What follows belongs to an exercise in optimizing a design on an open flow for small area; a production flow would make more cautious choices.
RTL that was checked went through simulation tests only; none was proved equivalent to the original.

==> inputs of onyx <==
// VectorDivTop
module VectorDivTop(
  input         clock,
  input         reset,
  input  [31:0] io_instr_0,
  input  [31:0] io_instr_1,
  input  [31:0] io_instr_2,
  input  [31:0] io_instr_3,
  input  [31:0] io_instr_4,
  input  [31:0] io_instr_5,
  input  [2:0]  io_vlmul_0,
  input  [2:0]  io_vlmul_1,
  input  [2:0]  io_vlmul_2,
  input  [2:0]  io_vlmul_3,
  input  [2:0]  io_vlmul_4,
  input  [2:0]  io_vlmul_5,
  output        io_outCtrlSignals_0_vecWen,
  output [4:0]  io_outCtrlSignals_0_lsrc_0,
  output [4:0]  io_outCtrlSignals_0_lsrc_1,
  output [4:0]  io_outCtrlSignals_0_ldest,
  output [5:0]  io_outCtrlSignals_0_imm,
  output        io_valid_0,
  output        io_outCtrlSignals_1_vecWen,
  output [4:0]  io_outCtrlSignals_1_lsrc_0,
  output [4:0]  io_outCtrlSignals_1_lsrc_1,
  output [4:0]  io_outCtrlSignals_1_ldest,
  output [5:0]  io_outCtrlSignals_1_imm,
  output        io_valid_1,
  output        io_outCtrlSignals_2_vecWen,
  output [4:0]  io_outCtrlSignals_2_lsrc_0,
  output [4:0]  io_outCtrlSignals_2_lsrc_1,
  output [4:0]  io_outCtrlSignals_2_ldest,
  output [5:0]  io_outCtrlSignals_2_imm,
  output        io_valid_2,
  output        io_outCtrlSignals_3_vecWen,
  output [4:0]  io_outCtrlSignals_3_lsrc_0,
  output [4:0]  io_outCtrlSignals_3_lsrc_1,
  output [4:0]  io_outCtrlSignals_3_ldest,
  output [5:0]  io_outCtrlSignals_3_imm,
  output        io_valid_3,
  output        io_outCtrlSignals_4_vecWen,
  output [4:0]  io_outCtrlSignals_4_lsrc_0,
  output [4:0]  io_outCtrlSignals_4_lsrc_1,
  output [4:0]  io_outCtrlSignals_4_ldest,
  output [5:0]  io_outCtrlSignals_4_imm,
  output        io_valid_4,
  output        io_outCtrlSignals_5_vecWen,
  output [4:0]  io_outCtrlSignals_5_lsrc_0,
  output [4:0]  io_outCtrlSignals_5_lsrc_1,
  output [4:0]  io_outCtrlSignals_5_ldest,
  output [5:0]  io_outCtrlSignals_5_imm,
  output        io_valid_5,
  output [2:0]  io_strIndex
);
export LEC_CHECK = 0
export CAP_MARGIN = 20
export CORE_AREA = 5 5 195 195
export CTS_BUF_LIST = sky130_fd_sc_hd__clkbuf_8
export CTS_CLUSTER_DIAMETER = 100
export CTS_CLUSTER_SIZE = 30
export DIE_AREA = 0 0 200 200
export SLEW_MARGIN = 20
create_clock -name core_clock -period 6.0 [get_ports {clock}]
standard.sh (not shown) runs the stock make flow with config.mk's settings and CLKGATE_MAP_FILE= SYNTH_SCRIPT=/design/flow/synth_recipe.tcl, a recipe that flattens the netlist after the stock synthesis.
==> flow/flow/run.sh <==
#!/bin/bash
# Standard layout with these changes:
#  - the combinational logic is mapped for area, module by module (hsynth.ys); the result
#    is used only if it has the standard synthesis's flip-flops (same names and cells) and
#    equiv.ys proves it does what the standard netlist does; otherwise the standard netlist's
#    logic is re-mapped as a whole (reopt.ys) under the same checks, or kept as it is;
#  - the port buffers are plain buf_1 cells;
#  - clock tree synthesis adds no dummy loads.
set -euo pipefail
W=$(pwd)
R=$W/orfs/results/$FLOW_PLATFORM/VectorDivTop/base
YOSYS=$FLOW_HOME/../tools/install/yosys/bin/yosys
LIB=$FLOW_HOME/platforms/sky130hd/lib/sky130_fd_sc_hd__tt_025C_1v80.lib
export BUFFER_PORTS_ARGS="-buffer_cell sky130_fd_sc_hd__buf_1"
export CTS_ARGS="-sink_clustering_enable -repair_clock_nets -sink_clustering_size 30 -sink_clustering_max_diameter 100 -buf_list sky130_fd_sc_hd__clkbuf_8 -dont_use_dummy_load"

bash standard.sh synth > make_synth.log 2>&1
cp "$R/1_2_yosys.v" "$W/synth_standard.v"

sub() { sed -e "s#@LIB@#$LIB#g; s#@TOP@#$FLOW_TOP#g; s#@DESIGN@#$FLOW_DESIGN#g; s#@ABC@#$W/flow/area.abc#g; s#@IN@#$W/synth_standard.v#g; s#@GOLD@#$W/synth_standard.v#g; s#@OUT@#$3#g; s#@GATE@#$3#g" "$1" > "$2"; }
flops() { grep -E '^\s*sky130_fd_sc_hd__(dfxtp|dfxbp|edfxtp|dfrtp|dfrbp|dfstp|dfsbp|dfbbp|sdf|sedf|dl)\S* ' "$1" | awk '{print $1, $2}' | sort; }
try() {  # try NAME SCRIPT: make synth_NAME.v and check it against the standard netlist
  sub "flow/$2" "$1.ys" "$W/synth_$1.v"
  sub flow/equiv.ys "equiv_$1.ys" "$W/synth_$1.v"
  "$YOSYS" -s "$1.ys" > "yosys_$1.log" 2>&1 || return 1
  flops synth_standard.v > flops_standard.txt
  flops "synth_$1.v" > "flops_$1.txt"
  cmp -s flops_standard.txt "flops_$1.txt" || return 1
  "$YOSYS" -s "equiv_$1.ys" > "yosys_equiv_$1.log" 2>&1 || return 1
}
if try hier hsynth.ys; then
  echo "module-by-module netlist used" > netlist_status.txt
  cp "$W/synth_hier.v" "$R/1_2_yosys.v"
elif try reopt reopt.ys; then
  echo "re-mapped netlist used" > netlist_status.txt
  cp "$W/synth_reopt.v" "$R/1_2_yosys.v"
else
  echo "standard netlist used" > netlist_status.txt
fi

bash standard.sh > make_finish.log 2>&1
Other scripts of this flow, unchanged in this note and not shown: flow/flow/area.abc, flow/flow/equiv.ys, flow/flow/hsynth.ys, flow/flow/reopt.ys
==> inputs of juniper, as changes to onyx <==
--- a/flow/design.v
+++ b/flow/design.v
@@ -7,14 +7,13 @@
   output [5:0]   io_valid,
   output [2:0]   io_strIndex
 );
   reg         stateReg;    
   reg [16:0]  slotReg [0:5];
-  reg [5:0]   validReg;
-  reg         add6Reg;     
+  reg [2:0]   validCnt;    
+  reg         wasSReg;     
   reg         add1Reg;     
-  reg         add7Reg;     
   reg [5:2]   addIReg;     
   wire [5:0] isV;
   wire [16:0] rawF [0:5];
   genvar g;
   generate
@@ -83,46 +82,49 @@
   end
   wire [16:0] nextSlot [0:5];
   genvar gi;
   generate
     for (gi = 0; gi < 6; gi = gi + 1) begin : sm
+      assign nextSlot[gi][16] = selC[gi] | (selH[gi] & slotReg[gi][16]) | (|selS[gi]);
       SlotMux #(.IDX(gi)) mux (
         .selC(selC[gi]), .selH(selH[gi]), .selS(selS[gi]),
-        .cur(rawF[0]), .hold(slotReg[gi]),
-        .s0(rawF[1]), .s1(rawF[2]), .s2(rawF[3]), .s3(rawF[4]), .s4(rawF[5]),
-        .y(nextSlot[gi])
+        .cur(rawF[0][15:0]), .hold(slotReg[gi][15:0]),
+        .s0(rawF[1][15:0]), .s1(rawF[2][15:0]), .s2(rawF[3][15:0]), .s3(rawF[4][15:0]), .s4(rawF[5][15:0]),
+        .y(nextSlot[gi][15:0])
       );
     end
   endgenerate
   always @(posedge clock) begin
     if (reset)
       stateReg <= 1'b0;
     else
       stateReg <= ~stateReg & is8;
     for (i = 0; i < 6; i = i + 1)
       slotReg[i] <= nextSlot[i];
-    validReg <= nextValid;
-    add6Reg <= stateReg & isV[0];
+    validCnt <= {nextValid[3],
+                 (nextValid[1] & ~nextValid[3]) | nextValid[5],
+                 (nextValid[0] & ~nextValid[1]) | (nextValid[2] & ~nextValid[3]) | (nextValid[4] & ~nextValid[5])};
+    wasSReg <= stateReg;
     add1Reg <= ~takeS[1] & isV[0];
-    add7Reg <= stateReg & ~takeS[1] & isV[0];
     for (i = 2; i < 6; i = i + 1)
       if (takeS[i])
         addIReg[i] <= 1'b0;
       else if (~stateReg)
         addIReg[i] <= isV[0];
   end
   generate
     for (gi = 0; gi < 6; gi = gi + 1) begin : so
       SlotOut #(.IDX(gi)) out (
         .s(slotReg[gi]),
-        .addA(gi == 0 ? add6Reg : gi == 1 ? add1Reg : addIReg[gi < 2 ? 2 : gi]),
-        .addB(gi == 1 ? add7Reg : 1'b0),
+        .addA(gi == 0 ? wasSReg & slotReg[0][16] : gi == 1 ? add1Reg : addIReg[gi < 2 ? 2 : gi]),
+        .addB(gi == 1 ? wasSReg & add1Reg : 1'b0),
         .bundle(io_bundles[22*gi +: 22])
       );
     end
   endgenerate
-  assign io_valid = validReg;
+  assign io_valid = {validCnt > 3'd5, validCnt > 3'd4, validCnt > 3'd3,
+                     validCnt > 3'd2, validCnt > 3'd1, validCnt > 3'd0};
   assign io_strIndex = ~stateReg ? (is8 ? 3'd0 :
                                     is4 ? (ic[1] ? 3'd1 : ic[2] ? 3'd2 : 3'd3) :
                                     is2 ? (ic[1] ? 3'd1 : ic[2] ? 3'd2 : ic[3] ? 3'd3 : ic[4] ? 3'd4 : 3'd5) :
                                           (ic[1] ? 3'd1 : ic[2] ? 3'd2 : ic[3] ? 3'd3 : ic[4] ? 3'd4 : ic[5] ? 3'd5 : 3'd6))
                                  : (ic[1] ? 3'd1 : ic[2] ? 3'd2 : ic[3] ? 3'd3 : ic[4] ? 3'd4 :
@@ -130,26 +132,26 @@
 endmodule
 module SlotMux #(parameter IDX = 0) (
   input         selC,
   input         selH,
   input  [4:0]  selS,
-  input  [16:0] cur,
-  input  [16:0] hold,
-  input  [16:0] s0, s1, s2, s3, s4,
-  output [16:0] y
-);
-  wire [16:0] s [0:4];
+  input  [15:0] cur,
+  input  [15:0] hold,
+  input  [15:0] s0, s1, s2, s3, s4,
+  output [15:0] y
+);
+  wire [15:0] s [0:4];
   assign s[0] = s0; assign s[1] = s1; assign s[2] = s2; assign s[3] = s3; assign s[4] = s4;
-  reg [16:0] acc;
+  reg [15:0] acc;
   integer m;
   always @(*) begin
-    acc = {17{selC}} & cur;
+    acc = {16{selC}} & cur;
     if (IDX >= 2)
-      acc = acc | ({17{selH}} & hold);
+      acc = acc | ({16{selH}} & hold);
     for (m = 0; m < 5; m = m + 1)
       if (IDX - m >= 1 && IDX - m <= 4)
-        acc = acc | ({17{selS[m]}} & s[m]);
+        acc = acc | ({16{selS[m]}} & s[m]);
   end
   assign y = acc;
 endmodule
 module SlotOut #(parameter IDX = 0) (
   input  [16:0] s,
@@ -158,13 +160,13 @@
   output [21:0] bundle
 );
   wire [2:0] addv = IDX == 0 ? {addA, addA, 1'b0} :
                     IDX == 1 ? {addB, addB, addA} :
                     (addA ? IDX[2:0] : 3'd0);
-  wire [4:0] a = s[15:11] + addv;
-  wire [4:0] b = s[10:6] + addv;
-  wire [4:0] d = s[5:1] + addv;
+  wire [4:0] a = s[15:11] + {2'b00, addv};
+  wire [4:0] b = s[10:6] + {2'b00, addv};
+  wire [4:0] d = s[5:1] + {2'b00, addv};
   assign bundle = {s[16], a, b, d, s[0], s[5:1]};
 endmodule
 module VectorDivTop(
   input         clock,
   input         reset,
Settings changed: CORE_AREA 5 5 195 195 to 5 5 155 155, CTS_BUF_LIST sky130_fd_sc_hd__clkbuf_8 to default, CTS_CLUSTER_DIAMETER 100 to default, CTS_CLUSTER_SIZE 30 to default, DIE_AREA 0 0 200 200 to 0 0 160 160.
==> inputs of tundra, as changes to onyx <==
--- a/flow/design.v
+++ b/flow/design.v
@@ -83,15 +83,16 @@
   end
   wire [16:0] nextSlot [0:5];
   genvar gi;
   generate
     for (gi = 0; gi < 6; gi = gi + 1) begin : sm
+      assign nextSlot[gi][16] = selC[gi] | (selH[gi] & slotReg[gi][16]) | (|selS[gi]);
       SlotMux #(.IDX(gi)) mux (
         .selC(selC[gi]), .selH(selH[gi]), .selS(selS[gi]),
-        .cur(rawF[0]), .hold(slotReg[gi]),
-        .s0(rawF[1]), .s1(rawF[2]), .s2(rawF[3]), .s3(rawF[4]), .s4(rawF[5]),
-        .y(nextSlot[gi])
+        .cur(rawF[0][15:0]), .hold(slotReg[gi][15:0]),
+        .s0(rawF[1][15:0]), .s1(rawF[2][15:0]), .s2(rawF[3][15:0]), .s3(rawF[4][15:0]), .s4(rawF[5][15:0]),
+        .y(nextSlot[gi][15:0])
       );
     end
   endgenerate
   always @(posedge clock) begin
     if (reset)
@@ -130,26 +131,26 @@
 endmodule
 module SlotMux #(parameter IDX = 0) (
   input         selC,
   input         selH,
   input  [4:0]  selS,
-  input  [16:0] cur,
-  input  [16:0] hold,
-  input  [16:0] s0, s1, s2, s3, s4,
-  output [16:0] y
-);
-  wire [16:0] s [0:4];
+  input  [15:0] cur,
+  input  [15:0] hold,
+  input  [15:0] s0, s1, s2, s3, s4,
+  output [15:0] y
+);
+  wire [15:0] s [0:4];
   assign s[0] = s0; assign s[1] = s1; assign s[2] = s2; assign s[3] = s3; assign s[4] = s4;
-  reg [16:0] acc;
+  reg [15:0] acc;
   integer m;
   always @(*) begin
-    acc = {17{selC}} & cur;
+    acc = {16{selC}} & cur;
     if (IDX >= 2)
-      acc = acc | ({17{selH}} & hold);
+      acc = acc | ({16{selH}} & hold);
     for (m = 0; m < 5; m = m + 1)
       if (IDX - m >= 1 && IDX - m <= 4)
-        acc = acc | ({17{selS[m]}} & s[m]);
+        acc = acc | ({16{selS[m]}} & s[m]);
   end
   assign y = acc;
 endmodule
 module SlotOut #(parameter IDX = 0) (
   input  [16:0] s,
@@ -158,13 +159,13 @@
   output [21:0] bundle
 );
   wire [2:0] addv = IDX == 0 ? {addA, addA, 1'b0} :
                     IDX == 1 ? {addB, addB, addA} :
                     (addA ? IDX[2:0] : 3'd0);
-  wire [4:0] a = s[15:11] + addv;
-  wire [4:0] b = s[10:6] + addv;
-  wire [4:0] d = s[5:1] + addv;
+  wire [4:0] a = s[15:11] + {2'b00, addv};
+  wire [4:0] b = s[10:6] + {2'b00, addv};
+  wire [4:0] d = s[5:1] + {2'b00, addv};
   assign bundle = {s[16], a, b, d, s[0], s[5:1]};
 endmodule
 module VectorDivTop(
   input         clock,
   input         reset,
Settings changed: CTS_BUF_LIST sky130_fd_sc_hd__clkbuf_8 to default, CTS_CLUSTER_DIAMETER 100 to default, CTS_CLUSTER_SIZE 30 to default, GPL_TIMING_DRIVEN from default to 0, PLACE_DENSITY from default to 0.75.
==> qor summary <==
quantity                                                                      onyx                   juniper                     tundra
Via density per instance                                                      4.81                      5.46                       4.81
Sum of met3 wire segment lengths after detailed routing               3170 microns              2820 microns               2630 microns
Run status                                        no timing/DRC/antenna violations  no timing/DRC/antenna violations  no timing/DRC/antenna violations
HPWL after detailed placement                                        27600 microns             23500 microns              27800 microns
Global-route wire length before repair                               48100 microns             43200 microns              46700 microns
Via count of the first global-routing pass                                    6990                      7065                       7054
Max frequency                                                              213 MHz                   217 MHz                    182 MHz
Cells on Worst Hold Path                                                         2                         1                          2
Cell with the largest stage delay on the worst path       sky130_fd_sc_hd__and3b_1  sky130_fd_sc_hd__nor4b_1  sky130_fd_sc_hd__a222oi_1
Total vias in the final route                                                 7373                      7158                       7291
Internal reg-to-reg setup slack                                            1900 ps                   2120 ps                    1710 ps
Non-clock buffer area fraction after layout                                  17.9%                     18.2%                      17.9%
DIE WIDTH                                                              200 microns               160 microns                200 microns
First DRT Iteration DRCs                                                      1094                      1125                       1069
Share of the final layout cell area in multi-input gates                     44.4%                     46.6%                      43.5%
Synthesized instance count                                                     659                       664                        667
Endpoint of the worst-slack reg-to-reg timing path              core.slotReg[5][3]        core.slotReg[5][3]         core.slotReg[5][6]
The RTL of onyx and tundra was laid out without a check of its function.

static timing again, ports no longer ideal:
In the flow no input, the clock included, has a driving cell. The finished layouts below were timed again as built, in two steps. Step 1, drivers: a clkbuf_16 drives clock and a buf_2 each remaining input, both assumed. Step 2 also shifts input and output timing later by t, the mid clock arrival at the registers, as if the neighbouring blocks saw the same clock. Three values: ideal, step 1, step 2; two values: the first two.
| run | shift t [ns] | setup WS [ns] | clock arrival spread, ns |
|---|---|---|---|
| onyx | 0.466 | 1.296 / 1.313 / 0.847 | 0.029 / 0.028 |
| juniper | 0.404 | 1.384 / 1.396 / 0.992 | 0.041 / 0.041 |
| tundra | 0.472 | 0.497 / 0.517 / 0.045 | 0.040 / 0.040 |
After both steps every run listed still meets setup and hold. The setup slack of tundra, which loses most, moves by +0.020 ns with the drivers and by -0.452 ns with both steps.
